This design comes from an exercise in tuning for small area and a short achievable clock period on the open sky130 flow, not from production work. The RTL was checked by simulation tests, not by an equivalence proof against the original design. Power and IR drop assume default switching activity.

==> flow/design.v <==
`timescale 1ps/1ps
module sobel_mod (
    input clk,
    input rst,
    input [7:0] cam_red_i,
    input [7:0] cam_green_i,
    input [7:0] cam_blue_i,
    input cam_done_i,
    output [7:0] sobel_red_o,
    output [7:0] sobel_green_o,
    output [7:0] sobel_blue_o,
    output sobel_done_o
);
localparam THRESHOLD = 60;
reg  [6:0]  ga;       
reg  [7:0]  gb;       
reg  [4:0]  gc;       
reg         iv;       
reg  [13:0] cnt;      
reg         armed;    
always @(posedge clk) begin
    ga <= {2'b00, cam_red_i[7:2]} + {4'b0000, cam_red_i[7:5]};
    gb <= {1'b0, cam_green_i[7:1]} + {4'b0000, cam_green_i[7:4]};
    gc <= {1'b0, cam_blue_i[7:4]} + {2'b00, cam_blue_i[7:5]};
    iv <= ~rst & cam_done_i;
    cnt <= iv ? cnt + 14'd1 : 14'd0;
    armed <= ~rst & (armed | (iv & (cnt == 14'd129)));
end
reg  [7:0]  g0;       
reg         r0G;      
reg         r1G;      
reg         c0G;      
reg         goG;      
always @(posedge clk) begin
    g0  <= {1'b0, ga} + gb + {3'b000, gc};
    r0G <= (cnt[13:7] == 7'd0);
    r1G <= (cnt[13:7] == 7'd1);
    c0G <= (cnt[6:0] == 7'd0);
end
always @(posedge clk) begin
    if (rst) goG <= 1'b0;
    else     goG <= iv & (armed | (cnt == 14'd129));
end
reg [2047:0] line;
always @(posedge clk)
    line <= {line[2039:0], g0};
wire [7:0] mid = line[127*8 +: 8];   
wire [7:0] top = line[255*8 +: 8];   
wire       r1I  = (cnt[13:7] == 7'd1);           
wire [7:0] topn = line[254*8 +: 8];
wire [7:0] midn = line[126*8 +: 8];
reg  [9:0] pt;
always @(posedge clk)
    pt <= {2'b00, r1I ? 8'd0 : topn} + {1'b0, midn, 1'b0};
wire [7:0] top_m = r1G ? 8'd0 : top;
wire [7:0] bot_m = r0G ? 8'd0 : g0;
reg  [9:0] vB;    
reg  [8:0] dyB;   
reg        c0B;   
reg        go1;
always @(posedge clk) begin
    vB  <= pt + {2'b00, bot_m};
    dyB <= {1'b0, top_m} - {1'b0, bot_m};
    c0B <= c0G;
end
reg  [9:0]  vD;    
reg  [9:0]  vL;    
reg  [8:0]  dyD;   
reg  [10:0] P;     
reg  [9:0]  gxa;   
reg  [10:0] gyr;   
reg         go2;
wire [9:0] vR  = c0B ? 10'd0 : vB;
wire [8:0] dyR = c0B ? 9'd0  : dyB;
always @(posedge clk) begin
    vD  <= vB;
    vL  <= c0B ? 10'd0 : vD;
    dyD <= dyB;
    P   <= (c0B ? 11'd0 : {{2{dyD[8]}}, dyD}) + {dyB[8], dyB, 1'b0};
    gxa <= (vL >= vR) ? vL - vR : vR - vL;
    gyr <= P + {{2{dyR[8]}}, dyR};
end
reg [9:0] s;
reg       go3;
wire       sy  = gyr[10];
wire [9:0] gyi = gyr[9:0] ^ {10{sy}};
wire [10:0] ssum = {gxa, 1'b1} + {gyi, sy};
always @(posedge clk)
    s <= ssum[10:1];
reg [7:0] outp;
reg       go4;
always @(posedge clk)
    outp <= (s >= THRESHOLD) ? 8'd255 : s[7:0];
always @(posedge clk) begin
    if (rst) begin
        go1 <= 1'b0;
        go2 <= 1'b0;
        go3 <= 1'b0;
        go4 <= 1'b0;
    end else begin
        go1 <= goG;
        go2 <= go1;
        go3 <= go2;
        go4 <= go3;
    end
end
assign sobel_red_o   = outp;
assign sobel_green_o = outp;
assign sobel_blue_o  = outp;
assign sobel_done_o  = go4;
endmodule
make LEC_CHECK=0 CAP_MARGIN=20 CORE_MARGIN=2 CORE_UTILIZATION=60 CTS_CLUSTER_DIAMETER=60 CTS_CLUSTER_SIZE=30 SETUP_SLACK_MARGIN=2.7 SLEW_MARGIN=20 finish   # period 5.0 ns
run.sh (not shown) runs the stock make flow with config.mk's settings and CLKGATE_MAP_FILE= SYNTH_SCRIPT=/design/flow/synth_recipe.tcl, a recipe that flattens the netlist after the stock synthesis.
Edit:
--- a/flow/design.v
+++ b/flow/design.v
@@ -15,41 +15,43 @@
 reg  [6:0]  ga;       
 reg  [7:0]  gb;       
 reg  [4:0]  gc;       
 reg         iv;       
 reg  [13:0] cnt;      
 reg         armed;    
+reg         r1I;      
 always @(posedge clk) begin
     ga <= {2'b00, cam_red_i[7:2]} + {4'b0000, cam_red_i[7:5]};
     gb <= {1'b0, cam_green_i[7:1]} + {4'b0000, cam_green_i[7:4]};
     gc <= {1'b0, cam_blue_i[7:4]} + {2'b00, cam_blue_i[7:5]};
     iv <= ~rst & cam_done_i;
     cnt <= iv ? cnt + 14'd1 : 14'd0;
+    r1I <= iv & (((cnt[13:7] == 7'd1) & (cnt[6:0] != 7'd127)) |
+                 ((cnt[13:7] == 7'd0) & (cnt[6:0] == 7'd127)));
     armed <= ~rst & (armed | (iv & (cnt == 14'd129)));
 end
 reg  [7:0]  g0;       
 reg         r0G;      
 reg         r1G;      
 reg         c0G;      
 reg         goG;      
 always @(posedge clk) begin
     g0  <= {1'b0, ga} + gb + {3'b000, gc};
     r0G <= (cnt[13:7] == 7'd0);
-    r1G <= (cnt[13:7] == 7'd1);
+    r1G <= r1I;
     c0G <= (cnt[6:0] == 7'd0);
 end
 always @(posedge clk) begin
     if (rst) goG <= 1'b0;
     else     goG <= iv & (armed | (cnt == 14'd129));
 end
 reg [2047:0] line;
 always @(posedge clk)
     line <= {line[2039:0], g0};
 wire [7:0] mid = line[127*8 +: 8];   
 wire [7:0] top = line[255*8 +: 8];   
-wire       r1I  = (cnt[13:7] == 7'd1);           
 wire [7:0] topn = line[254*8 +: 8];
 wire [7:0] midn = line[126*8 +: 8];
 reg  [9:0] pt;
 always @(posedge clk)
     pt <= {2'b00, r1I ? 8'd0 : topn} + {1'b0, midn, 1'b0};
 wire [7:0] top_m = r1G ? 8'd0 : top;
@@ -64,32 +66,38 @@
     c0B <= c0G;
 end
 reg  [9:0]  vD;    
 reg  [9:0]  vL;    
 reg  [8:0]  dyD;   
 reg  [10:0] P;     
-reg  [9:0]  gxa;   
+reg  [10:0] gxr;   
 reg  [10:0] gyr;   
 reg         go2;
 wire [9:0] vR  = c0B ? 10'd0 : vB;
 wire [8:0] dyR = c0B ? 9'd0  : dyB;
 always @(posedge clk) begin
     vD  <= vB;
     vL  <= c0B ? 10'd0 : vD;
     dyD <= dyB;
     P   <= (c0B ? 11'd0 : {{2{dyD[8]}}, dyD}) + {dyB[8], dyB, 1'b0};
-    gxa <= (vL >= vR) ? vL - vR : vR - vL;
+    gxr <= {1'b0, vL} - {1'b0, vR};
     gyr <= P + {{2{dyR[8]}}, dyR};
 end
-reg [9:0] s;
+reg [9:0] s1;      
+reg       sx1;     
 reg       go3;
+wire       sx  = gxr[10];
 wire       sy  = gyr[10];
+wire [9:0] gxi = gxr[9:0] ^ {10{sx}};
 wire [9:0] gyi = gyr[9:0] ^ {10{sy}};
-wire [10:0] ssum = {gxa, 1'b1} + {gyi, sy};
-always @(posedge clk)
-    s <= ssum[10:1];
+wire [10:0] ssum = {gxi, 1'b1} + {gyi, sy};
+always @(posedge clk) begin
+    s1  <= ssum[10:1];
+    sx1 <= sx;
+end
+wire [9:0] s = s1 + {9'd0, sx1};    
 reg [7:0] outp;
 reg       go4;
 always @(posedge clk)
     outp <= (s >= THRESHOLD) ? 8'd255 : s[7:0];
 always @(posedge clk) begin
     if (rst) begin
Effect:
- utilization decreases by 0.93 points
- routed wire length decreases by 4.8%
- final cell count decreases by 1.2%
- first-iteration DRC count decreases by 13%
- global-route usage decreases by 0.70 points
- maximum frequency increases by 12%
- area after synthesis stays flat
- flip-flop and latch count increases by 3
- sequential share of layout area increases by 1.1 points
- design area decreases by 1.2%
- count of clock-buffer cells in the layout increases by 2
- power increases by 0.37%

==> what the ideal ports hide <==
No port has a modelled driver above. Below, the same layouts with a new extraction and two added sets of constraints. Step 1 assumes that a clkbuf_16 drives the clock port and a buf_2 every other input. Step 2 adds t to the input delays and takes it off the output delays; t is the mean of the earliest and latest rising clock arrival at the registers after step 1. Input paths then give back, and output paths get back, about the clock's delay inside the block. Slacks: ideal ports / drivers / drivers and shift; pairs: ideal ports / drivers.
| run | t (ns) | setup WS [ns] | hold WS [ns] | latest minus earliest clock arrival (ns) | worst data-port slew with drivers (ns) |
|---|---|---|---|---|---|
| the first run | 0.726 | 2.508 / 2.508 / 2.178 | 0.311 / 0.311 / 0.311 | 0.035 / 0.035 | 0.04 |
| the second run | 0.722 | 2.766 / 2.708 / 2.181 | 0.317 / 0.317 / 0.317 | 0.039 / 0.039 | 0.04 |
After both steps every run listed still meets setup and hold. The setup slack of the second run, which loses most, moves by -0.058 ns with the drivers and by -0.585 ns with both steps.
